Source: an optimization exercise on an open RTL-to-GDS flow (aim: small area and a short achievable clock period). Production flows keep margins and buffers that such runs may drop.
The RTL was checked by simulation tests, not by an equivalence proof against the original design.
Power is estimated from default activity; no workload was simulated.

==> flow/design.v <==
module Interface (
	input clk,
	input rst,
	input [30*4-1:0] taps,   
	input [29:0] found,
	output reg ext_on,       
	output reg rotp,         
	output reg [4:0] which,
	output reg TX
);
localparam [2:0] IDLE = 3'd0, IDLEC = 3'd1, SELECT = 3'd2, SEND = 3'd3, RESET = 3'd4;
reg [2:0] state;
reg [3:0] i;
reg [2:0] fsm;
reg [3:0] bit_count;
reg [8:0] clk_count;
reg       upper;         
reg       last;          
wire load = (fsm == 3'd1);
integer k;
reg [4:0] hi;
always @(*) begin
	hi = 5'd0;
	for (k = 0; k < 30; k = k + 1)
		if (found[k]) hi = k;
end
reg [3:0] tcode;
always @(posedge clk) tcode <= taps[which*4 +: 4];
reg [3:0] tap;           
always @(*) begin
	case (tcode[3:2])
		2'b00: tap = (tcode[1:0] == 2'b00) ? 4'd8 : {2'b00, tcode[1:0]};
		2'b01: tap = {2'b01, tcode[1:0]};
		2'b10: tap = 4'd9;
		default: tap = tcode[1] ? 4'd10 : 4'd0;
	endcase
end
always @(posedge clk) begin
	if (rst) begin
		ext_on <= 1'b0;
		rotp <= 1'b0;
	end else begin
		ext_on <= ((state == SEND) & (i == 4'd9)) | (state == RESET);
		rotp <= load & (i >= 4'd2) & (i <= 4'd6);
	end
end
always @(posedge clk) begin
	if (rst) begin
		state <= IDLE;
	end else begin
		case (state)
			IDLE, IDLEC: begin
				if (found != 30'd0) begin
					state <= SELECT;
					which <= hi;
				end else
					state <= IDLE;
			end
			SELECT: begin
				state <= SEND;
				i <= 4'd0;
			end
			SEND: begin
				if (load) i <= i + 4'd1;
				if (i == 4'd8) i <= 4'd9;
				if (i == 4'd9) state <= RESET;
			end
			default: state <= IDLEC;
		endcase
	end
end
wire drl = (state == SEND) & (i != 4'd9);
always @(posedge clk)
	clk_count <= (fsm == 3'd3) ? 9'd432 : clk_count - 9'd1;
always @(posedge clk) begin
	if (rst) begin
		fsm <= 3'd0;
		TX <= 1'b1;
	end else begin
		case (fsm)
			3'd0: if (drl) fsm <= 3'd1;
			3'd1: begin
				fsm <= 3'd2;
				upper <= (i == 4'd0) | (i == 4'd7);
				last <= (i == 4'd7);
			end
			3'd2: begin
				fsm <= 3'd3;
				bit_count <= 4'd10;
			end
			3'd3: begin
				fsm <= 3'd4;
				bit_count <= bit_count - 4'd1;
				case (bit_count)
					4'd10: TX <= 1'b0;
					4'd9: TX <= upper ? ~last : tap[0];
					4'd8: TX <= upper | tap[1];
					4'd7: TX <= upper | tap[2];
					4'd6: TX <= upper | tap[3];
					4'd1: TX <= 1'b1;
					default: TX <= upper;
				endcase
			end
			3'd4: begin
				if (clk_count == 9'd0) fsm <= 3'd5;
			end
			3'd5: fsm <= (bit_count == 4'd0) ? 3'd0 : 3'd3;
			default: fsm <= 3'd0;
		endcase
	end
end
endmodule
module SearchModule #(parameter SEED = 1351) (
	input clk,
	input rst,
	input enan,            
	input ext,             
	input rot,             
	input boot,            
	input bootend,         
	input [10:0] sl,       
	output reg found,
	output reg found_o,    
	output [3:0] tap       
);
localparam [1:0] PW = 2'd0, PC = 2'd1, PR = 2'd2, PF = 2'd3;
localparam [10:0] S0 = 11'b10000000000;
localparam [10:0] INIT = 11'b10000000000;
reg [32:0] r;
reg [2:0]  b;       
reg [1:0]  ph;
reg [10:0] cnt;
reg [10:0] st;
reg [3:0]  c0, c1, c2, c3, c4, c5;
assign tap = c5;
wire shifting = (ph != PW);
wire fail2    = (ph == PF) & cnt[9];
wire resp     = fail2 | ext;
wire w_end    = (ph == PW) & (boot ? bootend : (cnt[0] & cnt[5]));
wire fin      = (ph == PC) & st[2];
wire [4:0] ob;      
assign ob[4] = cnt[10] | cnt[9] | cnt[8];
assign ob[3] = ob[4] | cnt[7];
assign ob[2] = ob[3] | cnt[6];
assign ob[1] = ob[2] | cnt[5];
assign ob[0] = ob[1] | cnt[4];
wire [4:0] din = r[29:25] & ~ob;
wire inrange  = ~din[4] & (din[3:0] != 4'd0) & (din[3:0] <= 4'd10);
wire valid    = (b == 3'd7) & enan & (ph == PC) & ~st[3] & ~st[2] & inrange;
wire run      = (ph == PR) & ~found;
wire low0     = (cnt[9:0] == 10'd0);
wire stinit   = (st == INIT);
wire found_set = run & low0 & ~cnt[10];
wire fail_set  = run & stinit & ~low0;
function [3:0] tcode(input [3:0] p);
	tcode = {p[3] & (p[1] | p[0]), p[2] | (p[3] & p[1]), p[1:0]};
endfunction
function tapv(input [3:0] t, input [10:0] s);
	reg a, b;
	begin
		case (t[1:0]) 2'd0: a = s[8]; 2'd1: a = s[1]; 2'd2: a = s[2]; default: a = s[3]; endcase
		case (t[1:0]) 2'd0: b = s[4]; 2'd1: b = s[5]; 2'd2: b = s[6]; default: b = s[7]; endcase
		case (t[3:2]) 2'd0: tapv = a; 2'd1: tapv = b; 2'd2: tapv = s[9]; default: tapv = s[10] & t[1]; endcase
	end
endfunction
wire fb = st[0] ^ (tapv(c5, st) & tapv(c4, st)) ^ tapv(c3, st) ^ tapv(c2, st) ^ tapv(c1, st) ^ tapv(c0, st);
wire [3:0] dcode = tcode(din[3:0]);
wire cfb = cnt[0] ^ cnt[2] ^ (cnt[10:1] == 10'd0);
wire prfb = r[32] ^ r[22] ^ r[2] ^ r[1];
wire seedbit = |(sl & SEED[10:0]);
always @(posedge clk) begin
	r <= {boot ? seedbit : shifting ? prfb : r[0], r[32:1]};
	b <= {3{~rst}} & (b ^ {shifting & b[1] & b[0], shifting & b[0], shifting});
	if (rst | fail2 | (found & ext)) begin
		ph <= PW;
		found <= 1'b0;
	end else begin
		if (w_end) ph <= PC;
		if (fin) ph <= PR;
		if (fail_set) ph <= PF;
		if (found_set) found <= 1'b1;
	end
	if (rst | (found_o & ext))
		found_o <= 1'b0;
	else if (found_set)
		found_o <= 1'b1;
	if (fail2 | (found & ext) | fin | fail_set | (w_end & ~st[0]))
		cnt <= S0;
	else if (w_end)
		cnt <= S0 >> 1;
	else
		cnt <= {cfb & (ph != PC), cnt[10:1]};
	if (w_end | fin)
		st <= INIT;
	else if (valid | ((ph == PC) & st[3]))
		st <= {1'b0, st[10:1]};
	else if (run)
		st <= {fb, st[10:1]};
	else if (resp)
		st[0] <= fail2;      
	if ((valid & ~st[4]) | rot) begin
		c0 <= (st[9] && dcode == c0) ? 4'b1100 : dcode;
		{c5, c4, c3, c2, c1} <= {c4, c3, c2, c1, c0};
	end
end
endmodule
module FPGA (
	input clk,
	input rst,
	input start,
	output wire TX,
	output reg found_smth,
	output wire startedmod,
	output wire [29:0] found_mods
);
reg start_S;
reg started;
reg started_o;     
reg [5:0] gcnt;      
wire boot = (gcnt != 6'd33);
wire bootend = (gcnt == 6'd32);
reg [10:0] sl;       
wire [30*4-1:0] taps;
wire [29:0] found;
wire [29:0] found_o;
wire ext_on, rotp;
wire [4:0] which;
wire [3:0] hi_dec = 4'b0001 << which[4:3];
wire [7:0] lo_dec = 8'b00000001 << which[2:0];
wire [3:0] xa = hi_dec & {4{ext_on}};
wire [3:0] ra = hi_dec & {4{rotp}};
wire enan = started | start_S;
assign startedmod = started_o;
assign found_mods = found_o;
Interface interfejs (
	.clk    (clk),
	.rst    (rst),
	.taps   (taps),
	.found  (found),
	.ext_on (ext_on),
	.rotp   (rotp),
	.which  (which),
	.TX     (TX)
);
genvar g;
generate
for (g = 0; g < 30; g = g + 1) begin: Trololo
	SearchModule #(.SEED(1351 + g)) szukacz (
		.clk     (clk),
		.rst     (rst),
		.enan    (enan),
		.ext     (xa[g / 8] & lo_dec[g % 8]),
		.rot     (ra[g / 8] & lo_dec[g % 8]),
		.boot    (boot),
		.bootend (bootend),
		.sl      (sl),
		.found   (found[g]),
		.found_o (found_o[g]),
		.tap     (taps[g*4 +: 4])
	);
end
endgenerate
always @(posedge clk) begin
	if (rst) begin
		found_smth <= 1'b0;
		start_S <= 1'b0;
		started <= 1'b0;
		started_o <= 1'b0;
		gcnt <= 6'd0;
		sl <= 11'd0;
	end else begin
		if (boot) gcnt <= gcnt + 6'd1;
		sl <= {sl[9:0], gcnt == 6'd0};
		if (!start) start_S <= 1'b1;
		if (start_S) started <= 1'b1;
		if (start_S) started_o <= 1'b1;
		found_smth <= (found != 30'd0);
	end
end
endmodule
==> flow/flow/run.sh <==
#!/bin/bash
set -e
bash standard.sh SETUP_SLACK_MARGIN=5.25 finish > standard.log 2>&1
==> flow/standard.sh <==
#!/bin/bash
# synth_recipe.tcl (not shown) runs the flow's synth.tcl, then flattens the netlist and writes it again
# the make line also repeats each setting of config.mk as NAME=value (left out here)
make -C /OpenROAD-flow-scripts/flow DESIGN_CONFIG=/design/flow/config.mk WORK_HOME=/design/flow/orfs CLKGATE_MAP_FILE= SYNTH_SCRIPT=/design/flow/synth_recipe.tcl "${@:-finish}"
==> flow/config.mk <==
export PLATFORM = sky130hd
export DESIGN_NAME = FPGA
export DESIGN_NICKNAME = FPGA
export VERILOG_FILES = /design/flow/design.v
export SDC_FILE = /design/flow/constraint.sdc
export NUM_CORES = 8
export LEC_CHECK = 0
export CAP_MARGIN = 20
export CORE_MARGIN = 2
export CORE_UTILIZATION = 50
export CTS_BUF_LIST = sky130_fd_sc_hd__clkbuf_16
export CTS_CLUSTER_DIAMETER = 120
export CTS_CLUSTER_SIZE = 28
export PLACE_DENSITY = 0.62
export SETUP_SLACK_MARGIN = 5
export SLEW_MARGIN = 20
==> flow/constraint.sdc <==
create_clock -name core_clock -period 8.0 [get_ports {clk}]
set_input_delay 1.6000 -clock core_clock [delete_from_list [all_inputs] [get_ports {clk}]]
set_output_delay 1.6000 -clock core_clock [all_outputs]
set_load 0.01 [all_outputs]
==> metrics.md, run 1 <==
| Metric | Value |
|---|---|
| Cell Pwr Density | `228 mW/mm2` |
| Post-layout minimum cycle time | `2.96 ns` |
| Synth warnings | `32` |
| First drt pass iteration count | `6` |
| CP Depth | `1` |
| Finish-stage setup viols | `0` |
| Clock network fraction of design power | `26.1%` |
| Fill cell count | `16,900` |
| First-pass GRT wire length | `347,000 um` |
| P&R area growth vs syn | `7.06%` |
| Post-synth EDFFs | `735` |
| R2R depth | `10` |
| Yosys top cell by area | `dfxtp_1` |
| Total track usage | `21.2%` |
| Async S/R FF share, synth | `0%` |
| Hold_buf cts | `0` |
| Post-Syn Area | `0.101 mm2` |
| Max VDD drop | `0.000200 V` |
| CP Launch Point | `interfejs.TX` |
| Antenna violations before repair | `5` |
| Reg2Reg Launch Point | `started_o` |
| Die width | `453 um` |
| Die Y-Extent | `453 um` |
| Sw frac | `24.7%` |
| Hold slack | `0.314 ns` |
| Top post-synthesis cells by area | `dfxtp_1, edfxtp_1, mux4_2, mux2i_1, nor2_1` |
| Mean post-synth cell area | `12.5 um2` |
| Post-DRT Antenna Nets | `0` |
| Lkg Pwr | `39.9 nW` |
| Yosys cell types | `71` |
| Worst setup SP type | `flop` |
| Crit Path Class | `flop to output port` |
| Actual slew at the worst max-slew pin | `1.10 ns` |
| H-tree levels | `3` |
| Most used DFF post-synth | `dfxtp_1` |
| DR iter-0 viols | `5,283` |
| Setup crit end kind | `output port` |
| CTS buffer count | `104` |
| Synth top area share | `37.7%` |
| Full die area | `0.206 mm2` |
| Hold Path Origin | `Trololo[7].szukacz.r[4]` |
| Layout Skew | `0.0394 ns` |
| Maximum clock path buffer count | `3` |
| CP required | `6.40 ns` |
| Post-DP HPWL | `147,000 um` |
| Min-Delay Path Depth | `0` |
| Wire length per cell | `20.9 um` |
| Mapped Nets | `8,105` |
| Reg power frac | `65.6%` |
| Tcrit/Tclk final | `36.9%` |
| Largest net degree at the start of global routing | `116` |
| Boundary pin count | `36` |
| Sequential element share of the synthesized area | `59.5%` |
| Core area | `0.200 mm2` |
| Sw power | `6.11 mW` |
| Post-synthesis cell count | `8,059` |
| Layout cells sized above 1 | `11.8%` |
| Routed wire length | `224,000 um` |
| Number of global-route vias before repair | `60,100` |
| Status | `no timing/DRC/antenna violations` |
| Worst Path Buf+Inv | `1` |
| Initial Utilization | `50.4%` |
| Critical path data arrival time | `1.36 ns` |
| Clk latency of the worst-skew pair | `0.81 ns` |
| TritonCTS clock tree | `yes` |
| Top Family by Delay on Critical Path | `flip-flops` |
| Clock transition at path regs | `0.11 ns` |
| Internal | `18.6 mW` |
| IO Port Bufs | `35` |
| Worst Hold Class | `flop to flop` |
| DR vias/cell | `5.75` |
| RSZ-0062 raised after global routing | `yes` |
| Slew HR | `25.8%` |
| GRT overflow | `0` |
| Vias | `61,600` |
| Final Max Tran Viols | `0` |
| Final hold viol count | `0` |
| Number of max-cap violations | `0` |
| FF+latch count, synth | `2,637` |
| CP Cell Sequence | `buf_6` |
| # clock sinks | `2,637` |
| Root Driver | `clkbuf_16` |
| CP max-delay cell | `dfxtp_4` |
| Critical Path Fanout Max | `2` |
| Fmax | `0.338 GHz` |
| Crit path largest cell delay | `0.43 ns` |
| Residual DRC | `0` |
| Row count | `164` |
| Final GP Congestion | `0.842` |
| Nets@finish | `8,039` |
| Logic pwr share | `8.3%` |
| Setup TNS | `0 ns` |
[final cells by class]
cell class,instances,area [um2],area share [%]
Clock inverter,78,383,0.354
Clock buffer,104,2600,2.41
Timing Repair Buffer,127,1260,1.17
Sequential cell,2637,60200,55.7
Multi-Input combinational cell,4979,39800,36.8
Tap cell,2656,3320,3.07
Antenna cell,4,10.0,0.00926
Inverter,144,541,0.500
[through the flow]
step	setup slack (ns)	utilization [%]	cell area, um2	instances	power (mW)
floorplan	5.02	-	101000	8059	17.8
global placement	4.31	51.9	104000	10500	18.4
detailed placement	4.16	51.9	104000	10500	18.5
CTS	4.96	53.8	108000	10700	24.9
global route	4.97	54.0	108000	10700	25.8
finish	5.04	54.0	108000	10700	24.7
[power by group through the flow]
stage	logic [mW]	registers [mW]	clock network, mW
4_1_cts	2.03	16.2	6.67
5_1_grt	2.30	16.4	7.10
2_1_floorplan	1.66	16.1	0
3_5_place_dp	2.01	16.5	0
6_report	2.04	16.2	6.46
3_3_place_gp	1.95	16.5	0
[placed cells by master (no fill, tap or decap), types with 26 or more instances in the layout]
cell       count
dfxtp_1     1869
edfxtp_1     735
nor2_1       703
mux4_2       506
nand2_1      485
and2_1       418
mux2i_1      353
a21oi_1      281
xnor2_1      251
o21ai_0      223
inv_1        211
xor2_1       180
nor2b_1      162
nand3_1      157
nor3_1       128
nor4_1       120
clkbuf_16    106
a31oi_1      100
nor4b_1       84
nand4_1       80
nand2b_1      77
buf_4         73
o21a_1        61
a211oi_1      61
or2_2         44
or3_1         44
ha_1          43
a21boi_0      41
buf_6         40
o31ai_1       27
o32ai_1       27
and3_1        26
[cell families after synthesis]
family,after synthesis,share of synthesized area (%)
compound gates,978,5.93
xor+xnor,432,3.75
fa+ha+maj,43,0.533
buf+inv,453,1.88
flops,2637,59.5
mux,870,15.0
simple gates,2646,13.4
[repair_timing]
action / CTS / global route
buffers inserted: 32 / 12
hold endpoints to repair: 0 / 0
endpoints found under the setup margin: 1324 / 504
gates cloned: 4 / 9
pin swaps: 12 / 14
resized for setup: 285 / 50
[state kept, by name, indices dropped and copies added (netlist names), 60 cells and up]
| name | count |
|---|---|
| Trololo.szukacz.r | 990 |
| Trololo.szukacz.cnt | 330 |
| Trololo.szukacz.st | 330 |
| Trololo.szukacz.c0 | 120 |
| Trololo.szukacz.c1 | 120 |
| Trololo.szukacz.c2 | 120 |
| Trololo.szukacz.c3 | 120 |
| Trololo.szukacz.c4 | 120 |
| Trololo.szukacz.c5 | 120 |
| Trololo.szukacz.b | 90 |
| Trololo.szukacz.ph | 60 |
[synth_stat cells (8+ instances only)]
cell	instances
dfxtp_1	1902
edfxtp_1	735
nor2_1	713
mux4_2	506
nand2_1	496
and2_1	419
mux2i_1	353
a21oi_1	284
xnor2_1	251
o21ai_0	226
clkbuf_1	203
xor2_1	180
nand3_1	163
nor2b_1	162
inv_1	144
nor3_1	136
nor4_1	120
a31oi_1	100
nor4b_1	85
nand4_1	80
nand2b_1	77
a211oi_1	64
o21a_1	61
buf_2	52
or2_2	45
or3_1	45
ha_1	43
a21boi_0	41
o22ai_1	36
nor3b_1	33
and3_1	31
buf_4	31
o31ai_1	27
o32ai_1	27
buf_1	18
o21ai_1	18
nand3b_1	14
o221ai_1	12
a211o_1	10
o2111ai_1	10
a221o_1	9
o211ai_1	9
or3b_2	9
a22oi_1	8
[final timing paths]
check / to / slack, ns
max reg2reg: Trololo[6].szukacz.st[8] / 5.24
max: TX / 5.04
min: Trololo[7].szukacz.r[3] / 0.31
min reg2reg: Trololo[7].szukacz.r[3] / 0.31
[layer usage]
layer	track usage (%)	part of all wire, %
met2	34.2	47
met1	30.0	45
met5	0	0
met4	6.35	3.0
met3	2.58	4.6
==> run 2: changes to the inputs <==
--- a/flow/config.mk
+++ b/flow/config.mk
@@ -6,11 +6,12 @@
 export NUM_CORES = 8
 export LEC_CHECK = 0
+export ABC_AREA = 1
 export CAP_MARGIN = 20
 export CORE_MARGIN = 2
-export CORE_UTILIZATION = 50
+export CORE_UTILIZATION = 55
 export CTS_BUF_LIST = sky130_fd_sc_hd__clkbuf_16
 export CTS_CLUSTER_DIAMETER = 120
 export CTS_CLUSTER_SIZE = 28
-export PLACE_DENSITY = 0.62
+export PLACE_DENSITY = 0.66
 export SETUP_SLACK_MARGIN = 5
 export SLEW_MARGIN = 20
==> metrics.md, run 2 <==
| Metric | Value |
|---|---|
| Most used DFF post-synth | `dfxtp_1` |
| Top post-synthesis cells by area | `dfxtp_1, edfxtp_1, a21oi_1, inv_1, o21ai_0` |
| Synth Area in Adders | `0.524% (-0.0085 points)` |
| First-pass GRT wire length | `399,000 um (+15%)` |
| R2r setup slk | `5.33 ns (+0.09 ns)` |
| Crit Reg-Reg Endpoint | `Trololo[2].szukacz.c0[0]` |
| Hold Path Origin | `Trololo[25].szukacz.r[12]` |
| Final hold viol count | `0 (unchanged)` |
| Fmax | `0.335 GHz (-1.1%)` |
| Post-synth EDFFs | `735 (unchanged)` |
| Largest register FFs | `990 (unchanged)` |
| DR iter-0 viols | `8,144 (+54%)` |
| Setup crit end kind | `output port` |
| Sequential element share of the synthesized area | `58.6% (-0.95 points)` |
| Vias | `78,400 (+27%)` |
| Mean post-synth cell area | `9.19 um2 (-27%)` |
| Worst setup SP type | `flop` |
| Full die area | `0.190 mm2 (-7.5%)` |
| Row count | `158 (-3.7%)` |
| Top Family by Delay on Critical Path | `flip-flops` |
| Die width | `436 um (-3.8%)` |
| # clock sinks | `2,637 (unchanged)` |
| RSZ-0062 raised after global routing | `yes` |
| DR vias/cell | `5.69 (-0.94%)` |
| Fill cell count | `15,900 (-5.9%)` |
| Layout cells sized above 1 | `5.91% (-5.8 points)` |
| Number of global-route vias before repair | `72,500 (+21%)` |
| Post-DP HPWL | `177,000 um (+20%)` |
| Status | `no timing/DRC/antenna violations` |
| Cell Count, Final, Fillers Out | `13,800 (+28%)` |
| Multiplexer share of the synthesized area | `0.0195% (-15 points)` |
| Simple-Gate Fraction of Synth Area | `13.5% (+0.090 points)` |
| Residual DRC | `0 (unchanged)` |
| Final Instance Area | `0.110 mm2 (+2.0%)` |
| Layout Skew | `0.0332 ns (-0.00614 ns)` |
| Critical path data arrival time | `1.39 ns (+0.03 ns)` |
| Post-Syn Area | `0.103 mm2 (+1.6%)` |
| CP max-delay cell | `dfxtp_4` |
| Cell Pwr Density | `219 mW/mm2 (-4.2%)` |
| Yosys top cell by area | `dfxtp_1` |
| Boundary pin count | `36 (unchanged)` |
| Async S/R FF share, synth | `0% (unchanged)` |
| Setup TNS | `0 ns (unchanged)` |
| Final Max Tran Viols | `0 (unchanged)` |
| Max VDD drop | `0.000255 V (+27%)` |
| Synth top area share | `37.1% (-0.60 points)` |
| Tcrit/Tclk final | `37.4% (+0.43 points)` |
| Core area | `0.185 mm2 (-7.4%)` |
| Largest net degree at the start of global routing | `49 (-58%)` |
| Number of max-cap violations | `0 (unchanged)` |
| Lkg Pwr | `45.8 nW (+15%)` |
| Mapped Nets | `11,200 (+38%)` |
| Post-synthesis cell count | `11,200 (+39%)` |
| Routed wire length | `256,000 um (+14%)` |
| Hold slack | `0.300 ns (-0.0144 ns)` |
| Largest family of logic cells by synthesized area | `compound AO/OA/AOI/OAI gates` |
| Most flop-heavy register | `Trololo.szukacz.r` |
| P&R area growth vs syn | `7.46%` |
| Multi-input logic area | `0.0363 mm2 (-8.8%)` |
| Initial Utilization | `55.4% (+4.9 points)` |
| Worst Path Buf+Inv | `1 (unchanged)` |
| Reg2Reg Launch Point | `interfejs.which[4]` |
| Clk latency of the worst-skew pair | `0.82 ns (about the same)` |
| Post-layout minimum cycle time | `2.99 ns (+0.0340 ns)` |
| Post-synth top cells | `dfxtp_1, inv_1, a21oi_1` |
| Nets@finish | `11,300 (+40%)` |
| TritonCTS clock tree | `yes` |
| GRT overflow | `0 (unchanged)` |
| Critical Path Fanout Max | `2 (unchanged)` |
| CP required | `6.40 ns (about the same)` |
| Yosys cell types | `83 (+17%)` |
| Inst Count DP | `13,500 (+29%)` |
| Synth Area in XOR/XNOR | `2.57% (-1.2 points)` |
| Dpl cell area | `0.106 mm2 (+1.5%)` |
| Crit path largest cell delay | `0.45 ns (+0.02 ns)` |
| Commonest non-fill, non-tap cell in the layout | `dfxtp_1` |
| Total track usage | `25.9% (+4.7 points)` |
| First drt pass iteration count | `6 (unchanged)` |
| CTS buffer count | `104 (unchanged)` |
| Compound-Gate Fraction of Synth Area | `17.8% (+12 points)` |
| Finish-stage setup viols | `0 (unchanged)` |
| Hold path endpoint | `Trololo[25].szukacz.r[11]` |
| FF+latch count, synth | `2,637 (unchanged)` |
| Maximum clock path buffer count | `3 (unchanged)` |
| Synth warnings | `32 (unchanged)` |
| Worst Hold Class | `flop to flop` |
| Antenna violations before repair | `1 (-4)` |
| Wire length per cell | `18.6 um (-11%)` |
| Final GP Congestion | `0.915 (+8.6%)` |
| Most frequent cells in the layout | `dfxtp_1, inv_1, a21oi_1` |
| Clock transition at path regs | `0.11 ns (about the same)` |
| Die Y-Extent | `436 um (-3.8%)` |
| IO Port Bufs | `35 (unchanged)` |
| Area occupied by registers | `0.0603 mm2 (about the same)` |
| Crit Path Class | `flop to output port` |
| Min-Delay Path Depth | `0 (unchanged)` |
| Post-DRT Antenna Nets | `0 (unchanged)` |
| Actual slew at the worst max-slew pin | `1.10 ns (-0.000968 ns)` |
| Root Driver | `clkbuf_16` |
| CP Cell Sequence | `buf_6` |
| Top-count cell post-synth | `dfxtp_1` |
| Slew HR | `26.5% (+0.66 points)` |
| Biggest regs | `Trololo.szukacz.r (990), Trololo.szukacz.cnt (330), Trololo.szukacz.st (330)` |
| H-tree levels | `3 (unchanged)` |
| R2R depth | `7 (-3)` |
## run 2: metal layers
layer,global-route usage (%),wire length (um)
met4,8.91,9270
met2,40.3,113000
met1,37.3,117000
met3,3.19,17100
met5,0,11
## run 2: how the worst max path moves through the flow
stage,startpoint,end,slack (ns),cells past startpoint
after CTS,Trololo[16].szukacz.found_o,found_mods[16],4.96,1
after floorplan,started_o,Trololo[10].szukacz.c0[0],5.26,7
after global placement,Trololo[2].szukacz.found,interfejs.which[0],4.30,29
final,Trololo[16].szukacz.found_o,found_mods[16],5.01,1
after detailed placement,Trololo[2].szukacz.found,interfejs.which[0],4.32,29
after global routing,Trololo[16].szukacz.found_o,found_mods[16],4.97,1
## run 2: metrics by stage
step                power [mW]  setup WS, ns  util, %
finish                    24.1          5.01     59.5
global route              25.1          4.97     59.5
CTS                       24.2          4.96     59.1
detailed placement        17.9          4.32     56.9
global placement          17.8          4.30     56.9
floorplan                 17.1          5.26        -
## run 2: timing repair
| action | CTS | global route |
|---|---|---|
| gates cloned | 11 | 4 |
| setup endpoints to repair | 1320 | 601 |
| gates resized for setup | 330 | 88 |
| hold buffers | 0 | 0 |
| pin swaps | 27 | 22 |
| buffers inserted | 48 | 17 |
## run 2: cell families after synthesis
family / Yosys count
flip-flops: 2637
AND/OR/NAND/NOR: 3152
buffers and inverters: 1861
multiplexers: 2
AO/OA/AOI/OAI: 3171
XOR/XNOR: 301
adder cells (fa/ha/maj): 43
## run 2: layout make-up
type | count | share of cell area [%]
clock inverters | 84 | 0.330
repair buffers | 142 | 1.27
inverters | 1643 | 5.66
clock buffers | 106 | 2.40
multi-input cells | 6683 | 32.9
repair inverters | 1 | 0.0102
diodes | 3 | 0.00681
well taps | 2480 | 2.81
flip-flops and latches | 2637 | 54.6
## run 2: power breakdown
group	switching, mW	internal (mW)	leakage (nW)
clock	4.05	2.45	1.76
sequential	0.840	14.8	22.4
combinational	1.25	0.722	21.7
==> run 3: changes to the inputs <==
--- a/flow/config.mk
+++ b/flow/config.mk
@@ -6,5 +6,4 @@
 export NUM_CORES = 8
 export LEC_CHECK = 0
-export ABC_AREA = 1
 export CAP_MARGIN = 20
 export CORE_MARGIN = 2
==> metrics.md, run 3 <==
| Metric | Value |
|---|---|
| First-pass GRT wire length | `344,000 um (-14%)` |
| Max VDD drop | `0.000200 V (-22%)` |
| Top post-synthesis cells by area | `dfxtp_1, edfxtp_1, mux4_2, mux2i_1, nor2_1` |
| PnR worst setup slack | `5.07 ns (+0.0553 ns)` |
| Mapped Nets | `8,105 (-28%)` |
| Tcrit/Tclk final | `36.7% (-0.69 points)` |
| Wire length per cell | `20.9 um (+13%)` |
| Layout Skew | `0.0483 ns (+0.0151 ns)` |
| Yosys top cell by area | `dfxtp_1` |
| GRT overflow | `0 (unchanged)` |
| FF+latch count, synth | `2,637 (unchanged)` |
| Fmax | `0.341 GHz (+1.9%)` |
| Nets@finish | `8,022 (-29%)` |
| Initial Utilization | `55.3% (-0.067 points)` |
| Commonest non-fill, non-tap cell in the layout | `dfxtp_1` |
| Full die area | `0.187 mm2 (-1.6%)` |
| Routed wire length | `219,000 um (-15%)` |
| Boundary pin count | `36 (unchanged)` |
| Clock transition at path regs | `0.11 ns (about the same)` |
| CP required | `6.40 ns (about the same)` |
| Lkg Pwr | `39.8 nW (-13%)` |
| Status | `no timing/DRC/antenna violations` |
| Final Max Tran Viols | `0 (unchanged)` |
| Largest register FFs | `990 (unchanged)` |
| Largest net degree at the start of global routing | `89 (+82%)` |
| Root Driver | `clkbuf_16` |
| DR vias/cell | `5.89 (+3.5%)` |
| Layout cells sized above 1 | `11.5% (+5.6 points)` |
| CTS buffer count | `104 (unchanged)` |
| Post-DP HPWL | `145,000 um (-18%)` |
| First drt pass iteration count | `5 (-1)` |
| Critical Path Fanout Max | `2 (unchanged)` |
| Setup TNS | `0 ns (unchanged)` |
| Mean post-synth cell area | `12.5 um2 (+36%)` |
| Die Y-Extent | `433 um (-0.80%)` |
| H-tree levels | `3 (unchanged)` |
| Most frequent cells in the layout | `dfxtp_1, edfxtp_1, nor2_1` |
| Post-synth EDFFs | `735 (unchanged)` |
| Synth top area share | `37.7% (+0.60 points)` |
| Maximum clock path buffer count | `3 (unchanged)` |
| Top Family by Delay on Critical Path | `flip-flops` |
| Number of max-cap violations | `0 (unchanged)` |
| Cell Pwr Density | `229 mW/mm2 (+4.8%)` |
| Clk latency of the worst-skew pair | `0.80 ns (-0.02 ns)` |
| Worst Path Buf+Inv | `1 (unchanged)` |
| DR iter-0 viols | `5,431 (-33%)` |
| Setup crit end kind | `output port` |
| Most used DFF post-synth | `dfxtp_1` |
| Final Instance Area | `0.108 mm2 (-2.4%)` |
| Biggest regs | `Trololo.szukacz.r (990), Trololo.szukacz.cnt (330), Trololo.szukacz.st (330)` |
| Finish-stage setup viols | `0 (unchanged)` |
| Yosys cell types | `71 (-14%)` |
| Final hold viol count | `0 (unchanged)` |
| Die width | `433 um (-0.80%)` |
| P&R area growth vs syn | `6.59%` |
| Post-synth top cells | `dfxtp_1, edfxtp_1, nor2_1` |
| Residual DRC | `0 (unchanged)` |
| CP Cell Sequence | `buf_6` |
| Slew HR | `21.8% (-4.6 points)` |
| Antenna violations before repair | `7 (+6)` |
| Pre-CTS worst setup slack | `3.89 ns (-0.429 ns)` |
| Hold_buf cts | `0 (unchanged)` |
| Vias | `61,500 (-22%)` |
| CP max-delay cell | `dfxtp_4` |
| IO Port Bufs | `35 (unchanged)` |
| Sequential element share of the synthesized area | `59.5% (+0.95 points)` |
| Dpl cell area | `0.104 mm2 (-1.8%)` |
| Worst Hold Class | `flop to flop` |
| Post-Syn Area | `0.101 mm2 (-1.6%)` |
| # clock sinks | `2,637 (unchanged)` |
| Number of global-route vias before repair | `60,000 (-17%)` |
| Row count | `157 (-0.63%)` |
| RSZ-0062 raised after global routing | `yes` |
| Most flop-heavy register | `Trololo.szukacz.r` |
| Critical path data arrival time | `1.33 ns (-0.06 ns)` |
| Crit path largest cell delay | `0.42 ns (-0.03 ns)` |
| Async S/R FF share, synth | `0% (unchanged)` |
| Post-synthesis cell count | `8,059 (-28%)` |
| Crit Path Class | `flop to output port` |
| Final Power | `24.7 mW (+2.3%)` |
| Synth warnings | `32 (unchanged)` |
| Worst setup SP type | `flop` |
| Actual slew at the worst max-slew pin | `1.16 ns (+0.0586 ns)` |
| Core area | `0.183 mm2 (-1.5%)` |
| Post-layout minimum cycle time | `2.93 ns (-0.0553 ns)` |
| TritonCTS clock tree | `yes` |
| Final GP Congestion | `0.848 (-7.4%)` |
| Top-count cell post-synth | `dfxtp_1` |
| Post-DRT Antenna Nets | `0 (unchanged)` |
| Total track usage | `23.1% (-2.8 points)` |
==> run 3: cell families after synthesis <==
group	after synthesis	share of synthesized area [%]
mux	870	15.0
buf+inv	453	1.88
xor+xnor	432	3.75
compound gates	978	5.93
flops	2637	59.5
fa+ha+maj	43	0.533
simple gates	2646	13.4
==> run 3: stage by stage <==
step,cells,utilization (%),hold slack [ns]
floorplan,8059,-,0.310
global placement,10200,56.7,0.309
detailed placement,10200,56.7,0.312
CTS,10400,58.7,0.319
global route,10400,58.9,0.325
finish,10400,58.9,0.318
==> run 3: path summary, 6_finish.rpt <==
check	from	endpoint	slack, ns	depth (start not counted)
setup / recovery	Trololo[6].szukacz.found_o	found_mods[6]	5.07	1
hold / removal	Trololo[6].szukacz.r[24]	Trololo[6].szukacz.r[23]	0.32	0
setup reg to reg	interfejs.which[1]	Trololo[9].szukacz.c5[2]	5.18	4
hold reg to reg	Trololo[6].szukacz.r[24]	Trololo[6].szukacz.r[23]	0.32	0
==> run 3: what timing repair did <==
item	in CTS	in global routing
endpoints found under the hold margin	0	0
endpoints found under the setup margin	1499	595
resized for setup	294	50
setup buffers	25	8
pin swaps	8	12
gates cloned	2	5
==> run 3: where the power goes <==
group	internal, mW	total (mW)	leakage [nW]	switching, mW
Sequential	15.1	16.2	22.2	1.02
Clock	2.50	6.48	1.75	3.98
Combinational	1.01	2.04	15.9	1.03
Total	18.7	24.7	39.8	6.03
==> run 3: cell type report <==
class	count	area, um2
fillers	14700	75000
diodes	5	12.5
inverters	144	541
flip-flops and latches	2637	60200
clock inverters	75	318
multi-input cells	4976	39700
well taps	2385	2980
clock buffers	109	2730
repair buffers	113	1120
==> run 3: per-layer routing <==
layer  wire length (um)  GRT usage, %  share of wire, %
met5                  0             0                 0
met4               6350          7.28               2.9
met3              11200          2.61               5.1
met2             103000          37.1                47
met1              98100          33.1                45
==> run 4: changes to the inputs <==
--- a/flow/config.mk
+++ b/flow/config.mk
@@ -9,7 +9,7 @@
 export CORE_MARGIN = 2
 export CORE_UTILIZATION = 55
-export CTS_BUF_LIST = sky130_fd_sc_hd__clkbuf_16
-export CTS_CLUSTER_DIAMETER = 120
-export CTS_CLUSTER_SIZE = 28
+export CTS_BUF_LIST = sky130_fd_sc_hd__clkbuf_8 sky130_fd_sc_hd__clkbuf_16
+export CTS_CLUSTER_DIAMETER = 100
+export CTS_CLUSTER_SIZE = 22
 export PLACE_DENSITY = 0.66
 export SETUP_SLACK_MARGIN = 5
==> metrics.md, run 4 <==
| Metric | Value |
|---|---|
| Status | `no timing/DRC/antenna violations` |
| TritonCTS clock tree | `yes` |
| Finish-stage setup viols | `0 (unchanged)` |
| H-tree levels | `4 (+1)` |
| First-pass GRT wire length | `345,000 um (+0.40%)` |
| Setup TNS | `0 ns (unchanged)` |
| Largest register FFs | `990 (unchanged)` |
| Post-DP HPWL | `145,000 um (unchanged)` |
| CTS buffer count | `137 (+32%)` |
| Final GP Congestion | `0.848 (unchanged)` |
| Cell Count, Final, Fillers Out | `10,500 (+0.47%)` |
| Row count | `157 (unchanged)` |
| Fmax | `0.338 GHz (-0.69%)` |
| Internal | `19.4 mW (+4.0%)` |
| Synth top area share | `37.7% (unchanged)` |
| Reg power frac | `63.0% (-2.5 points)` |
| Largest net degree at the start of global routing | `89 (unchanged)` |
| Inst Count DP | `10,200 (unchanged)` |
| Number of global-route vias before repair | `60,500 (+0.74%)` |
| Setup crit end kind | `output port` |
| Async S/R FF share, synth | `0% (unchanged)` |
| Routed wire length | `219,000 um (+0.30%)` |
| Die width | `433 um (unchanged)` |
| Critical path data arrival time | `1.35 ns (+0.02 ns)` |
| Boundary pin count | `36 (unchanged)` |
| Post-synth top cells | `dfxtp_1, edfxtp_1, nor2_1` |
| Full die area | `0.187 mm2 (unchanged)` |
| Number of max-cap violations | `0 (unchanged)` |
| Root Driver | `clkbuf_16` |
| Die Y-Extent | `433 um (unchanged)` |
| Fill cell count | `14,600 (-0.67%)` |
| CP Cell Sequence | `buf_6` |
| Crit path largest cell delay | `0.40 ns (-0.02 ns)` |
| Top post-synthesis cells by area | `dfxtp_1, edfxtp_1, mux4_2, mux2i_1, nor2_1` |
| CP max-delay cell | `dfxtp_4` |
| Logic pwr share | `7.9% (-0.4 points)` |
| Max VDD drop | `0.000178 V (-11%)` |
| CP Depth | `1 (unchanged)` |
| Routed met3 length | `11,000 um (-2.2%)` |
| Antenna violations before repair | `7 (unchanged)` |
| Layout Skew | `0.0434 ns (-0.00499 ns)` |
| DR iter-0 viols | `5,195 (-4.3%)` |
| First drt pass iteration count | `6 (+1)` |
| Lkg Pwr | `40.3 nW (+1.3%)` |
| Cell Pwr Density | `236 mW/mm2 (+3.0%)` |
| Worst setup SP type | `flop` |
| # clock sinks | `2,637 (unchanged)` |
| Nets@finish | `8,059 (+0.46%)` |
| R2r setup slk | `5.26 ns (+0.08 ns)` |
| Worst Hold Class | `flop to flop` |
| Slew HR | `29.3% (+7.5 points)` |
| Maximum clock path buffer count | `3 (unchanged)` |
| GRT overflow | `0 (unchanged)` |
| Hold Path Origin | `Trololo[24].szukacz.r[18]` |
| Critical Path Fanout Max | `2 (unchanged)` |
| Synth warnings | `32 (unchanged)` |
| Top-count cell post-synth | `dfxtp_1` |
| Hold_buf cts | `0 (unchanged)` |
| Mean post-synth cell area | `12.5 um2 (unchanged)` |
| FF+latch count, synth | `2,637 (unchanged)` |
| Final hold viol count | `0 (unchanged)` |
| Wire length per cell | `20.9 um (-0.17%)` |
| Worst setup path end | `found_mods[6]` |
| Clock network fraction of design power | `29.0% (+2.8 points)` |
| Biggest regs | `Trololo.szukacz.r (990), Trololo.szukacz.cnt (330), Trololo.szukacz.st (330)` |
| Clk latency of the worst-skew pair | `0.84 ns (+0.04 ns)` |
| Sw frac | `24.4% (-0.077 points)` |
| WL met1 | `98,600 um (+0.57%)` |
| RSZ-0062 raised after global routing | `yes` |
| DR vias/cell | `5.90 (+0.14%)` |
| Clock transition at path regs | `0.10 ns (about the same)` |
| Commonest non-fill, non-tap cell in the layout | `dfxtp_1` |
| CP Launch Point | `Trololo[6].szukacz.found_o` |
| Top Layer Used | `met4` |
| Residual DRC | `0 (unchanged)` |
| Tcrit/Tclk final | `36.9% (+0.26 points)` |
| Top Family by Delay on Critical Path | `flip-flops` |
| P&R area growth vs syn | `7.55%` |
| Final Max Tran Viols | `0 (unchanged)` |
| Post-synthesis cell count | `8,059 (unchanged)` |
| Post-DRT Antenna Nets | `0 (unchanged)` |
| Sequential element share of the synthesized area | `59.5% (unchanged)` |
| Hold slack | `0.301 ns (-0.0166 ns)` |
| R2R depth | `4 (unchanged)` |
| Most flop-heavy register | `Trololo.szukacz.r` |
| Met2 WL | `103,000 um (+0.48%)` |
| Layout cells sized above 1 | `12.1% (+0.52 points)` |
| Worst Path Buf+Inv | `1 (unchanged)` |
| Post-layout minimum cycle time | `2.95 ns (+0.0205 ns)` |
| Crit Reg-Reg Endpoint | `Trololo[16].szukacz.c2[2]` |
| Reg2Reg Launch Point | `Trololo[16].szukacz.st[2]` |
| Crit Path Class | `flop to output port` |
| Vias | `61,900 (+0.61%)` |
| Most used DFF post-synth | `dfxtp_1` |
| IO Port Bufs | `35 (unchanged)` |
| Core area | `0.183 mm2 (unchanged)` |
| Mapped Nets | `8,105 (unchanged)` |
| Yosys top cell by area | `dfxtp_1` |
| Sw power | `6.25 mW (+3.6%)` |
| Total track usage | `23.3% (+0.18 points)` |
| CP required | `6.40 ns (about the same)` |
| Post-synth EDFFs | `735 (unchanged)` |
| Post-Syn Area | `0.101 mm2 (unchanged)` |
| Most frequent cells in the layout | `dfxtp_1, edfxtp_1, nor2_1` |
| Yosys cell types | `71 (unchanged)` |
| Actual slew at the worst max-slew pin | `1.06 ns (-0.104 ns)` |
| Initial Utilization | `55.3% (unchanged)` |
[run 4: cell count changes in the layout (fill, tap and decap cells not counted), sizes merged]
cell / previous run / this run
buf: 111 / 114
clkbuf: 110 / 145
clkinv: 1 / 3
diode: 5 / 1
inv: 218 / 231
nor3b: 34 / 36
o22ai: 40 / 39
or3b: 10 / 9
[run 4: cell families after synthesis]
| group | synth area share (%) |
|---|---|
| AOI/OAI and AO/OA | 5.93 |
| xor gates and xnor gates | 3.75 |
| adders and majority gates | 0.533 |
| buffers and inverters | 1.88 |
| DFF | 59.5 |
| muxes | 15.0 |
| and+or+nand+nor | 13.4 |
[run 4: cell type report]
cell class	instances	area, um2	share of cell area (%)
repair buffers	117	1150	1.06
multi-input cells	4976	39700	36.6
diodes	1	2.50	0.00230
flip-flops and latches	2637	60200	55.5
well taps	2385	2980	2.75
clock inverters	90	400	0.369
inverters	144	541	0.498
clock buffers	143	3570	3.28
[run 4: layer usage]
layer / vias up / GRT usage [%]
met4: 0 / 7.38
met3: 296 / 2.94
met5: - / 0
met1: 30900 / 33.1
li1: 29200 / -
met2: 1529 / 37.4
[run 4: worst register-to-register path, delay by kind of cell (launching register included)]
| family | cells | cell delay (ns) |
|---|---|---|
| compound gates | 2 | 0.98 |
| simple gates | 2 | 0.92 |
| flops | 1 | 0.45 |
[run 4: what timing repair did]
| item | 4_1_cts | 5_1_grt |
|---|---|---|
| gates cloned | 3 | 4 |
| endpoints found under the setup margin | 1486 | 527 |
| buffers inserted | 32 | 5 |
| pin swaps | 8 | 9 |
| resized for setup | 295 | 52 |
[run 4: power by group through the flow]
stage / sequential, mW / combinational (mW) / clock [mW]
CTS: 16.2 / 2.03 / 7.65
global route: 16.4 / 2.30 / 8.12
detailed placement: 16.5 / 2.01 / 0
finish: 16.2 / 2.04 / 7.45
global placement: 16.5 / 1.94 / 0
floorplan: 16.1 / 1.66 / 0
[run 4: metrics by stage]
stage / power, mW / instance area [um2] / util (%) / worst slack [ns]
2_1_floorplan: 17.8 / 101000 / - / 5.02
3_3_place_gp: 18.4 / 104000 / 56.7 / 4.01
3_5_place_dp: 18.5 / 104000 / 56.7 / 3.89
4_1_cts: 25.9 / 108000 / 59.3 / 4.98
5_1_grt: 26.8 / 109000 / 59.5 / 5.00
6_report: 25.7 / 109000 / 59.5 / 5.05
[run 4: worst min path at each step]
stage,end,slack [ns],cells after the start
6_report,Trololo[24].szukacz.r[17],0.30,0
5_1_grt,Trololo[24].szukacz.r[17],0.31,0
4_1_cts,Trololo[24].szukacz.r[17],0.30,0
3_5_place_dp,Trololo[17].szukacz.r[22],0.31,0
3_3_place_gp,Trololo[28].szukacz.r[6],0.31,0
2_1_floorplan,Trololo[0].szukacz.r[10],0.31,0
==> run 5: changes to the inputs <==
==> flow/flow/run.sh (replaced) <==
#!/bin/bash
set -e
R=orfs/results/sky130hd/FPGA/base
bash standard.sh SETUP_SLACK_MARGIN=5.25 place > standard_place.log 2>&1
IN_ODB=$R/3_place.odb OUT_ODB=$R/3_place_moved.odb openroad -no_init -exit flow/move_out.tcl > move_out.log 2>&1
cp $R/3_place_moved.odb $R/3_place.odb
bash standard.sh SETUP_SLACK_MARGIN=5.25 finish > standard.log 2>&1
==> flow/flow/move_out.tcl (new file) <==
# Move each output port's driving flip-flop next to the port's output buffer,
# then legalize. Inputs: IN_ODB, OUT_ODB env vars.
read_db $::env(IN_ODB)
set block [ord::get_db_block]
set moved 0
foreach bt [$block getBTerms] {
  if {[$bt getIoType] ne "OUTPUT"} continue
  set net [$bt getNet]
  set buf ""
  foreach it [$net getITerms] { if {[$it isOutputSignal]} { set buf [$it getInst] } }
  if {$buf eq ""} continue
  set ff ""
  foreach it [$buf getITerms] {
    if {[$it isInputSignal]} {
      set n2 [$it getNet]
      if {$n2 eq "NULL"} continue
      foreach it2 [$n2 getITerms] {
        if {[$it2 isOutputSignal] && [string match "*df*" [[[$it2 getInst] getMaster] getName]]} { set ff [$it2 getInst] }
      }
    }
  }
  if {$ff eq ""} { puts "no flop for [$bt getName]"; continue }
  set bb [$buf getBBox]
  set fb [$ff getBBox]
  set d [expr {abs([$bb xMin]-[$fb xMin]) + abs([$bb yMin]-[$fb yMin])}]
  puts "MOVE [$bt getName] [$ff getName] dist_um [expr {$d/1000.0}]"
  $ff setLocation [$bb xMin] [$bb yMin]
  incr moved
}
puts "moved $moved"
detailed_placement
check_placement -verbose
write_db $::env(OUT_ODB)
--- a/flow/config.mk
+++ b/flow/config.mk
@@ -9,7 +9,7 @@
 export CORE_MARGIN = 2
 export CORE_UTILIZATION = 55
-export CTS_BUF_LIST = sky130_fd_sc_hd__clkbuf_8 sky130_fd_sc_hd__clkbuf_16
-export CTS_CLUSTER_DIAMETER = 100
-export CTS_CLUSTER_SIZE = 22
+export CTS_BUF_LIST = sky130_fd_sc_hd__clkbuf_16
+export CTS_CLUSTER_DIAMETER = 120
+export CTS_CLUSTER_SIZE = 28
 export PLACE_DENSITY = 0.66
 export SETUP_SLACK_MARGIN = 5
==> metrics.md, run 5 <==
| Metric | Value |
|---|---|
| Most used DFF post-synth | `dfxtp_1` |
| P&R area growth vs syn | `6.72%` |
| Status | `no timing/DRC/antenna violations` |
| Inst Count DP | `10,200 (unchanged)` |
| Yosys top cell by area | `dfxtp_1` |
| Post-synth EDFFs | `735 (unchanged)` |
| Number of max-cap violations | `0 (unchanged)` |
| Dpl cell area | `0.104 mm2 (unchanged)` |
| Critical Path Fanout Max | `3 (+1)` |
| Most flop-heavy register | `Trololo.szukacz.r` |
| Routed wire length | `221,000 um (+0.63%)` |
| Worst Hold Class | `flop to flop` |
| Root Driver | `clkbuf_16` |
| H-tree levels | `3 (-1)` |
| Post-synthesis cell count | `8,059 (unchanged)` |
| Tcrit/Tclk final | `36.4% (-0.57 points)` |
| Commonest non-fill, non-tap cell in the layout | `dfxtp_1` |
| Fmax | `0.344 GHz (+1.6%)` |
| Post-DRT Antenna Nets | `0 (unchanged)` |
| Final Max Tran Viols | `0 (unchanged)` |
| Lkg Pwr | `39.9 nW (-1.1%)` |
| Number of global-route vias before repair | `60,000 (-0.67%)` |
| TritonCTS clock tree | `yes` |
| Boundary pin count | `36 (unchanged)` |
| Setup crit end kind | `output port` |
| Top Family by Delay on Critical Path | `flip-flops` |
| Largest register FFs | `990 (unchanged)` |
| Crit Path Class | `flop to output port` |
| Maximum clock path buffer count | `3 (unchanged)` |
| RSZ-0062 raised after global routing | `yes` |
| Yosys cell types | `71 (unchanged)` |
| Layout Skew | `0.0402 ns (-0.00316 ns)` |
| Cell Pwr Density | `228 mW/mm2 (-3.3%)` |
| First drt pass iteration count | `6 (unchanged)` |
| Core area | `0.183 mm2 (unchanged)` |
| FF+latch count, synth | `2,637 (unchanged)` |
| Clk latency of the worst-skew pair | `0.80 ns (-0.04 ns)` |
| Worst Path Buf+Inv | `1 (unchanged)` |
| DR vias/cell | `5.90 (about the same)` |
| CP required | `6.40 ns (about the same)` |
| Hold_buf cts | `0 (unchanged)` |
| Slew HR | `30.7% (+1.3 points)` |
| Clock transition at path regs | `0.11 ns (about the same)` |
| GRT Max-Usage Layer | `met2` |
| Mean post-synth cell area | `12.5 um2 (unchanged)` |
| Final GP Congestion | `0.848 (unchanged)` |
| Antenna violations before repair | `10 (+3)` |
| CP max-delay cell | `dfxtp_2` |
| Async S/R FF share, synth | `0% (unchanged)` |
| Largest net degree at the start of global routing | `89 (unchanged)` |
| Pre-CTS worst setup slack | `3.89 ns (unchanged)` |
| Post-Syn Area | `0.101 mm2 (unchanged)` |
| IO Port Bufs | `35 (unchanged)` |
| Final hold viol count | `0 (unchanged)` |
| Finish-stage setup viols | `0 (unchanged)` |
| Grt met2 use | `37.5% (+0.13 points)` |
| DR iter-0 viols | `5,244 (+0.94%)` |
| # clock sinks | `2,637 (unchanged)` |
| Top post-synthesis cells by area | `dfxtp_1, edfxtp_1, mux4_2, mux2i_1, nor2_1` |
| Setup TNS | `0 ns (unchanged)` |
| Synth warnings | `32 (unchanged)` |
| Post-DP HPWL | `145,000 um (unchanged)` |
| Vias | `61,700 (-0.33%)` |
| PnR worst setup slack | `5.09 ns (+0.0455 ns)` |
| Post-synth top cells | `dfxtp_1, edfxtp_1, nor2_1` |
| Biggest regs | `Trololo.szukacz.r (990), Trololo.szukacz.cnt (330), Trololo.szukacz.st (330)` |
| Layout cells sized above 1 | `11.8% (-0.23 points)` |
| First-pass GRT wire length | `346,000 um (+0.19%)` |
| Mapped Nets | `8,105 (unchanged)` |
| Die Y-Extent | `433 um (unchanged)` |
| Synth top area share | `37.7% (unchanged)` |
| CP Cell Sequence | `buf_6` |
| Cell Count, Final, Fillers Out | `10,500 (-0.33%)` |
| Row count | `157 (unchanged)` |
| Total track usage | `23.3% (+0.053 points)` |
| Full die area | `0.187 mm2 (unchanged)` |
| Max VDD drop | `0.000267 V (+50%)` |
| Top-count cell post-synth | `dfxtp_1` |
| Actual slew at the worst max-slew pin | `1.03 ns (-0.0275 ns)` |
| Wire length per cell | `21.1 um (+0.97%)` |
| Final Instance Area | `0.108 mm2 (-0.77%)` |
| Worst setup SP type | `flop` |
| GRT overflow | `0 (unchanged)` |
| Nets@finish | `8,042 (-0.21%)` |
| Residual DRC | `0 (unchanged)` |
| Initial Utilization | `55.3% (unchanged)` |
| Sequential element share of the synthesized area | `59.5% (unchanged)` |
| Die width | `433 um (unchanged)` |
| Post-layout minimum cycle time | `2.91 ns (-0.0455 ns)` |
| Most frequent cells in the layout | `dfxtp_1, edfxtp_1, nor2_1` |
| Critical path data arrival time | `1.31 ns (-0.04 ns)` |
| Crit path largest cell delay | `0.36 ns (-0.04 ns)` |
| Met1 Use GR | `33.0% (-0.051 points)` |
| GRT met3 Usage | `2.93% (-0.010 points)` |
| CTS buffer count | `104 (-24%)` |
run 5: cell counts after synthesis:
No cell type changed its count.
run 5: what timing repair did:
item / in CTS / in global routing
pin swaps: 9 / 12
gates resized for setup: 300 / 51
buffers inserted: 40 / 11
endpoints found under the setup margin: 1507 / 594
cloned: 3 / 6
run 5: metal layers:
metal | wire length, um | vias to the layer above | part of all wire, %
met2 | 104000 | 1475 | 47
met3 | 10500 | 289 | 4.8
li1 | - | 29100 | -
met1 | 98800 | 30900 | 45
met4 | 7720 | 2 | 3.5
met5 | 19 | - | 0.0086
run 5: worst paths after layout:
kind                              start                        end  slack [ns]  cells after the start
max          Trololo[5].szukacz.found_o              found_mods[5]        5.09                      1
min           Trololo[10].szukacz.r[30]  Trololo[10].szukacz.r[29]        0.32                      0
max reg2reg   Trololo[16].szukacz.st[2]  Trololo[16].szukacz.c1[0]        5.29                      4
min reg2reg   Trololo[10].szukacz.r[30]  Trololo[10].szukacz.r[29]        0.32                      0
run 5: final cells by class:
cell class | instances | area (um2)
antenna | 4 | 10.0
inverter | 144 | 541
clock buffer | 107 | 2680
tap | 2385 | 2980
sequential | 2637 | 60200
timing repair buffer | 131 | 1240
fill | 14700 | 74900
multi-input combinational | 4978 | 39800
clock inverter | 72 | 318
run 5: where the power goes:
| part | switching [mW] | internal, mW |
|---|---|---|
| Sequential | 1.02 | 15.1 |
| Clock | 3.96 | 2.46 |
| Combinational | 1.03 | 1.01 |
| Total | 6.01 | 18.6 |
run 5: stage by stage:
stage                     power [mW]  hold slack (ns)  utilization [%]
after floorplan                 17.8            0.310                -
after global placement          18.4            0.309             56.7
after detailed placement        18.5            0.312             56.7
after CTS                       24.8            0.319             58.8
after global routing            25.7            0.323             59.0
final                           24.6            0.318             59.0
run 5: cell families after synthesis:
kind of cell / share of synthesized area [%]
compound gates: 5.93
fa+ha+maj: 0.533
mux: 15.0
flops: 59.5
simple gates: 13.4
buf+inv: 1.88
xor+xnor: 3.75
==> run 6: changes to the inputs <==
==> flow/flow/run.sh (replaced) <==
#!/bin/bash
set -e
R=orfs/results/sky130hd/FPGA/base
bash standard.sh SETUP_SLACK_MARGIN=5.2 place > standard_place.log 2>&1
IN_ODB=$R/3_place.odb OUT_ODB=$R/3_place_moved.odb openroad -no_init -exit flow/move_out.tcl > move_out.log 2>&1
cp $R/3_place_moved.odb $R/3_place.odb
bash standard.sh SETUP_SLACK_MARGIN=5.2 finish > standard.log 2>&1
--- a/flow/flow/move_out.tcl
+++ b/flow/flow/move_out.tcl
@@ -21,9 +21,24 @@
   }
   if {$ff eq ""} { puts "no flop for [$bt getName]"; continue }
+  # the port's pin position, pulled inside the core area
+  set pb [$bt getBBox]
+  set px [expr {([$pb xMin] + [$pb xMax]) / 2}]
+  set py [expr {([$pb yMin] + [$pb yMax]) / 2}]
+  set core [$block getCoreArea]
+  set m 3000
+  set px [expr {max([$core xMin] + $m, min([$core xMax] - 3*$m, $px))}]
+  set py [expr {max([$core yMin] + $m, min([$core yMax] - 3*$m, $py))}]
   set bb [$buf getBBox]
   set fb [$ff getBBox]
-  set d [expr {abs([$bb xMin]-[$fb xMin]) + abs([$bb yMin]-[$fb yMin])}]
+  set d [expr {abs($px-[$fb xMin]) + abs($py-[$fb yMin])}]
   puts "MOVE [$bt getName] [$ff getName] dist_um [expr {$d/1000.0}]"
-  $ff setLocation [$bb xMin] [$bb yMin]
+  $buf setLocation $px $py
+  # flop just inside of the buffer, towards the core centre
+  set cx [expr {([$core xMin] + [$core xMax]) / 2}]
+  set cy [expr {([$core yMin] + [$core yMax]) / 2}]
+  set dx [expr {$cx > $px ? 6000 : -6000}]
+  set dy [expr {$cy > $py ? 3000 : -3000}]
+  if {abs($cx - $px) > abs($cy - $py)} { set dy 0 } else { set dx 0 }
+  $ff setLocation [expr {$px + $dx}] [expr {$py + $dy}]
   incr moved
 }
==> metrics.md, run 6 <==
| Metric | Value |
|---|---|
| Status | `no timing/DRC/antenna violations` |
| TritonCTS clock tree | `yes` |
| Die width | `433 um (unchanged)` |
| PnR worst setup slack | `5.12 ns (+0.0288 ns)` |
| Critical path data arrival time | `1.28 ns (-0.03 ns)` |
| Sequential element share of the synthesized area | `59.5% (unchanged)` |
| Clk latency of the worst-skew pair | `0.79 ns (about the same)` |
| Wire length per cell | `21.2 um (+0.28%)` |
| Vias | `61,700 (-0.026%)` |
| Inst Count DP | `10,200 (unchanged)` |
| Full die area | `0.187 mm2 (unchanged)` |
| Lkg Pwr | `39.9 nW (about the same)` |
| Area occupied by registers | `0.0603 mm2 (about the same)` |
| Worst Path Buf+Inv | `1 (unchanged)` |
| Layout Utilization | `59.0% (about the same)` |
| Maximum clock path buffer count | `3 (unchanged)` |
| Tcrit/Tclk final | `36.0% (-0.36 points)` |
| Boundary pin count | `36 (unchanged)` |
| H-tree levels | `3 (unchanged)` |
| Total track usage | `23.4% (+0.087 points)` |
| Cell Pwr Density | `228 mW/mm2 (about the same)` |
| Worst Hold Class | `flop to flop` |
| Post-synth top cells | `dfxtp_1, edfxtp_1, nor2_1` |
| Post-synth EDFFs | `735 (unchanged)` |
| Top Family by Delay on Critical Path | `flip-flops` |
| Final GP Congestion | `0.848 (unchanged)` |
| Biggest regs | `Trololo.szukacz.r (990), Trololo.szukacz.cnt (330), Trololo.szukacz.st (330)` |
| Post-DRT Antenna Nets | `0 (unchanged)` |
| CP max-delay cell | `dfxtp_4` |
| Nets@finish | `8,039 (-0.037%)` |
| IO Port Bufs | `35 (unchanged)` |
| Synth Area in Adders | `0.533% (unchanged)` |
| Most flop-heavy register | `Trololo.szukacz.r` |
| Hold Path Origin | `Trololo[24].szukacz.r[23]` |
| Hold path endpoint | `Trololo[24].szukacz.r[22]` |
| Async S/R FF share, synth | `0% (unchanged)` |
| Synth Area in XOR/XNOR | `3.75% (unchanged)` |
| CP required | `6.40 ns (about the same)` |
| Row count | `157 (unchanged)` |
| Residual DRC | `0 (unchanged)` |
| Cell Count, Final, Fillers Out | `10,500 (-0.048%)` |
| Crit Reg-Reg Endpoint | `Trololo[25].szukacz.c2[1]` |
| Number of max-cap violations | `0 (unchanged)` |
| Post-DP HPWL | `145,000 um (unchanged)` |
| First drt pass iteration count | `6 (unchanged)` |
| DR vias/cell | `5.90 (about the same)` |
| Simple-Gate Fraction of Synth Area | `13.4% (unchanged)` |
| Post-layout minimum cycle time | `2.88 ns (-0.0288 ns)` |
| Root Driver | `clkbuf_16` |
| Mean post-synth cell area | `12.5 um2 (unchanged)` |
| Synth warnings | `32 (unchanged)` |
| Largest family of logic cells by synthesized area | `multiplexers` |
| Critical Path Fanout Max | `3 (unchanged)` |
| CTS buffer count | `104 (unchanged)` |
| Final Power | `24.6 mW (about the same)` |
| Slew HR | `26.5% (-4.2 points)` |
| Crit Path Class | `flop to output port` |
| Top-count cell post-synth | `dfxtp_1` |
| Compound-Gate Fraction of Synth Area | `5.93% (unchanged)` |
| Fmax | `0.347 GHz (+1.0%)` |
| FF+latch count, synth | `2,637 (unchanged)` |
| Multi-input logic area | `0.0397 mm2 (-0.24%)` |
| Largest net degree at the start of global routing | `89 (unchanged)` |
| Fill cell count | `14,600 (-0.34%)` |
| Largest register FFs | `990 (unchanged)` |
| Reg2Reg Launch Point | `start_S` |
| Hold slack | `0.315 ns (-0.00255 ns)` |
| Final hold viol count | `0 (unchanged)` |
| Final Instance Area | `0.108 mm2 (about the same)` |
| Crit path largest cell delay | `0.39 ns (+0.03 ns)` |
| Core area | `0.183 mm2 (unchanged)` |
| Commonest non-fill, non-tap cell in the layout | `dfxtp_1` |
| Routed wire length | `221,000 um (+0.23%)` |
| Clock transition at path regs | `0.11 ns (about the same)` |
| Worst setup SP type | `flop` |
| Yosys top cell by area | `dfxtp_1` |
| GRT overflow | `0 (unchanged)` |
| Yosys cell types | `71 (unchanged)` |
| CP Cell Sequence | `buf_6` |
| Post-Syn Area | `0.101 mm2 (unchanged)` |
| Actual slew at the worst max-slew pin | `1.09 ns (+0.0621 ns)` |
| Finish-stage setup viols | `0 (unchanged)` |
| Pre-CTS worst setup slack | `3.89 ns (unchanged)` |
| Synth top area share | `37.7% (unchanged)` |
| Layout Skew | `0.0467 ns (+0.00655 ns)` |
| Setup crit end kind | `output port` |
| Die Y-Extent | `433 um (unchanged)` |
| Antenna violations before repair | `7 (-3)` |
| Most used DFF post-synth | `dfxtp_1` |
| Min-Delay Path Depth | `0 (unchanged)` |
| R2r setup slk | `5.27 ns (-0.02 ns)` |
| Number of global-route vias before repair | `60,200 (+0.20%)` |
| Layout cells sized above 1 | `11.7% (-0.15 points)` |
| Most frequent cells in the layout | `dfxtp_1, edfxtp_1, nor2_1` |
| P&R area growth vs syn | `6.64% (about the same)` |
| Setup TNS | `0 ns (unchanged)` |
| RSZ-0062 raised after global routing | `yes` |
| Post-synthesis cell count | `8,059 (unchanged)` |
| R2R depth | `5 (+1)` |
| Top post-synthesis cells by area | `dfxtp_1, edfxtp_1, mux4_2, mux2i_1, nor2_1` |
| Max VDD drop | `0.000238 V (-11%)` |
| Dpl cell area | `0.104 mm2 (unchanged)` |
| Final Max Tran Viols | `0 (unchanged)` |
| Initial Utilization | `55.3% (unchanged)` |
| First-pass GRT wire length | `347,000 um (+0.33%)` |
| Mapped Nets | `8,105 (unchanged)` |
| # clock sinks | `2,637 (unchanged)` |
| Multiplexer share of the synthesized area | `15.0% (unchanged)` |
| DR iter-0 viols | `5,421 (+3.4%)` |
-- run 6: cell counts after synthesis --
Identical to the previous run, type by type.
-- run 6: report_power, final --
group / total [mW] / switching, mW / internal (mW)
combinational: 2.03 / 1.03 / 1.01
sequential: 16.2 / 1.03 / 15.1
clock: 6.40 / 3.93 / 2.48
-- run 6: repair_timing --
item	4_1_cts	5_1_grt
setup endpoints to repair	1498	529
hold buffers	0	0
gates resized for setup	270	45
gates cloned	2	3
buffers inserted	47	5
pin swaps	6	7
-- run 6: layout make-up --
class                      instances  area share (%)
timing repair buffer             132            1.14
tap                             2385            2.77
antenna                            1         0.00232
multi-input combinational       4974            36.8
sequential                      2637            55.9
clock inverter                    72           0.292
inverter                         144           0.502
clock buffer                     108            2.51
-- run 6: logic make-up after synthesis --
| logic type | Yosys count |
|---|---|
| muxes | 870 |
| adders and majority gates | 43 |
| DFF | 2637 |
| and+or+nand+nor | 2646 |
| buffers and inverters | 453 |
| xor gates and xnor gates | 432 |
| AOI/OAI and AO/OA | 978 |
-- run 6: how the worst max path moves through the flow --
stage	startpoint	endpoint	slack, ns	cells after the start
after floorplan	interfejs.which[2]	Trololo[20].szukacz.c0[0]	5.02	4
after global placement	interfejs.which[0]	Trololo[2].szukacz.cnt[4]	4.01	9
after detailed placement	interfejs.which[0]	Trololo[8].szukacz.cnt[0]	3.89	7
after CTS	started_o	startedmod	5.05	1
after global routing	started_o	startedmod	5.05	1
final	started_o	startedmod	5.12	1
-- run 6: routing by layer --
metal  up-vias  track usage [%]  part of all wire [%]
li1      29100                -                     -
met1     30900             33.2                    45
met2      1469             37.9                    47
met3       285             2.75                   4.7
met4         0             7.15                   3.2
met5         -                0                     0
==> run 7: changes to the inputs <==
==> flow/flow/run.sh (replaced) <==
#!/bin/bash
set -e
R=orfs/results/sky130hd/FPGA/base
bash standard.sh SETUP_SLACK_MARGIN=5.05 place > standard_place.log 2>&1
IN_ODB=$R/3_place.odb OUT_ODB=$R/3_place_moved.odb openroad -no_init -exit flow/move_out.tcl > move_out.log 2>&1
cp $R/3_place_moved.odb $R/3_place.odb
bash standard.sh SETUP_SLACK_MARGIN=5.05 finish > standard.log 2>&1
==> metrics.md, run 7 <==
| Metric | Value |
|---|---|
| Status | `no timing/DRC/antenna violations` |
| Fmax | `0.345 GHz (-0.73%)` |
| Post-synth top cells | `dfxtp_1, edfxtp_1, nor2_1` |
| Clk latency of the worst-skew pair | `0.80 ns (about the same)` |
| Largest register FFs | `990 (unchanged)` |
| H-tree levels | `3 (unchanged)` |
| IO Port Bufs | `35 (unchanged)` |
| Top post-synthesis cells by area | `dfxtp_1, edfxtp_1, mux4_2, mux2i_1, nor2_1` |
| Worst setup SP type | `flop` |
| Max VDD drop | `0.000194 V (-19%)` |
| Crit Reg-Reg Endpoint | `Trololo[2].szukacz.c1[3]` |
| Worst Hold Class | `flop to flop` |
| Largest net degree at the start of global routing | `115 (+29%)` |
| Root Driver | `clkbuf_16` |
| DR vias/cell | `5.94 (+0.61%)` |
| Wire length per cell | `21.2 um (about the same)` |
| Number of max-cap violations | `0 (unchanged)` |
| Post-synthesis cell count | `8,059 (unchanged)` |
| Min-Delay Path Depth | `0 (unchanged)` |
| R2R depth | `4 (-1)` |
| First drt pass iteration count | `7 (+1)` |
| Lkg Pwr | `39.8 nW (-0.14%)` |
| Commonest non-fill, non-tap cell in the layout | `dfxtp_1` |
| Hold path endpoint | `Trololo[8].szukacz.r[23]` |
| Top-count cell post-synth | `dfxtp_1` |
| CP max-delay cell | `or4b_2` |
| Biggest regs | `Trololo.szukacz.r (990), Trololo.szukacz.cnt (330), Trololo.szukacz.st (330)` |
| Post-layout minimum cycle time | `2.90 ns (+0.0212 ns)` |
| First-pass GRT wire length | `345,000 um (-0.58%)` |
| Final GP Congestion | `0.852 (+0.48%)` |
| Diode count | `0 (-1)` |
| Setup TNS | `0 ns (unchanged)` |
| Die Y-Extent | `433 um (unchanged)` |
| Tcrit/Tclk final | `36.3% (+0.26 points)` |
| Async S/R FF share, synth | `0% (unchanged)` |
| Synth warnings | `32 (unchanged)` |
| Hold_buf cts | `0 (unchanged)` |
| Actual slew at the worst max-slew pin | `1.06 ns (-0.0274 ns)` |
| DR iter-0 viols | `5,406 (-0.28%)` |
| Maximum clock path buffer count | `3 (unchanged)` |
| Slew HR | `28.9% (+2.5 points)` |
| Full die area | `0.187 mm2 (unchanged)` |
| Post-synth EDFFs | `735 (unchanged)` |
| Inst Count DP | `10,200 (-0.029%)` |
| Yosys top cell by area | `dfxtp_1` |
| Clock transition at path regs | `0.11 ns (about the same)` |
| Boundary pin count | `36 (unchanged)` |
| Initial Utilization | `55.3% (unchanged)` |
| Crit path largest cell delay | `0.71 ns (+0.32 ns)` |
-- run 7: cell counts after synthesis --
No cell type changed its count.
-- run 7: per-layer routing --
metal  track usage [%]  part of all wire, %  wire (um)
met5                 0                    0          0
met3              2.68                  5.3      11700
met4              6.80                  2.7       6070
met1              33.3                   45      99500
met2              37.8                   47     104000
-- run 7: cell type report --
class | instances | area, um2
tap | 2385 | 2980
sequential | 2637 | 60300
inverter | 144 | 541
timing repair buffer | 133 | 1060
multi-input combinational | 4975 | 39600
clock inverter | 76 | 314
fill | 14600 | 75200
clock buffer | 109 | 2730
-- run 7: through the flow --
stage	power [mW]	cell area, um2
after floorplan	17.8	101000
after global placement	18.4	104000
after detailed placement	18.5	104000
after CTS	24.8	107000
after global routing	25.7	107000
final	24.7	107000
-- run 7: how the worst max path moves through the flow --
| stage | from | endpoint | slack [ns] | depth (start not counted) |
|---|---|---|---|---|
| floorplan | interfejs.which[4] | Trololo[17].szukacz.c0[0] | 5.02 | 4 |
| finish | Trololo[2].szukacz.st[2] | Trololo[2].szukacz.c1[3] | 5.10 | 4 |
| detailed placement | interfejs.which[4] | Trololo[19].szukacz.c3[2] | 4.26 | 2 |
| global route | Trololo[2].szukacz.st[2] | Trololo[2].szukacz.c1[2] | 4.96 | 4 |
| CTS | Trololo[28].szukacz.found_o | found_mods[28] | 5.05 | 1 |
| global placement | interfejs.which[4] | Trololo[16].szukacz.c0[0] | 4.40 | 2 |
-- run 7: report_power, final --
group	switching [mW]	total (mW)	internal (mW)
Sequential	1.02	16.2	15.1
Clock	3.96	6.46	2.50
Combinational	1.03	2.04	1.00
Total	6.02	24.7	18.6
-- run 7: what timing repair did --
action	4_1_cts	5_1_grt
pin swaps	12	5
resized for setup	237	19
gates cloned	6	0
buffers inserted	48	8
setup endpoints to repair	1172	273
-- run 7: logic make-up (layout without fill, tap and decap cells) --
logic type                 count (synthesis)  after routing  share of synthesized area (%)
adders and majority gates                 43             43                          0.533
xor gates and xnor gates                 432            432                           3.75
DFF                                     2637           2637                           59.5
buffers and inverters                    453            462                           1.88
and+or+nand+nor                         2646           2647                           13.4
AOI/OAI and AO/OA                        978            983                           5.93
muxes                                    870            870                           15.0
-- run 7: critical path: cells and delay by family (launching register included) --
family / cells / cell delay [ns]
AO/OA/AOI/OAI: 3 / 1.36
AND/OR/NAND/NOR: 1 / 0.71
flip-flops: 1 / 0.45
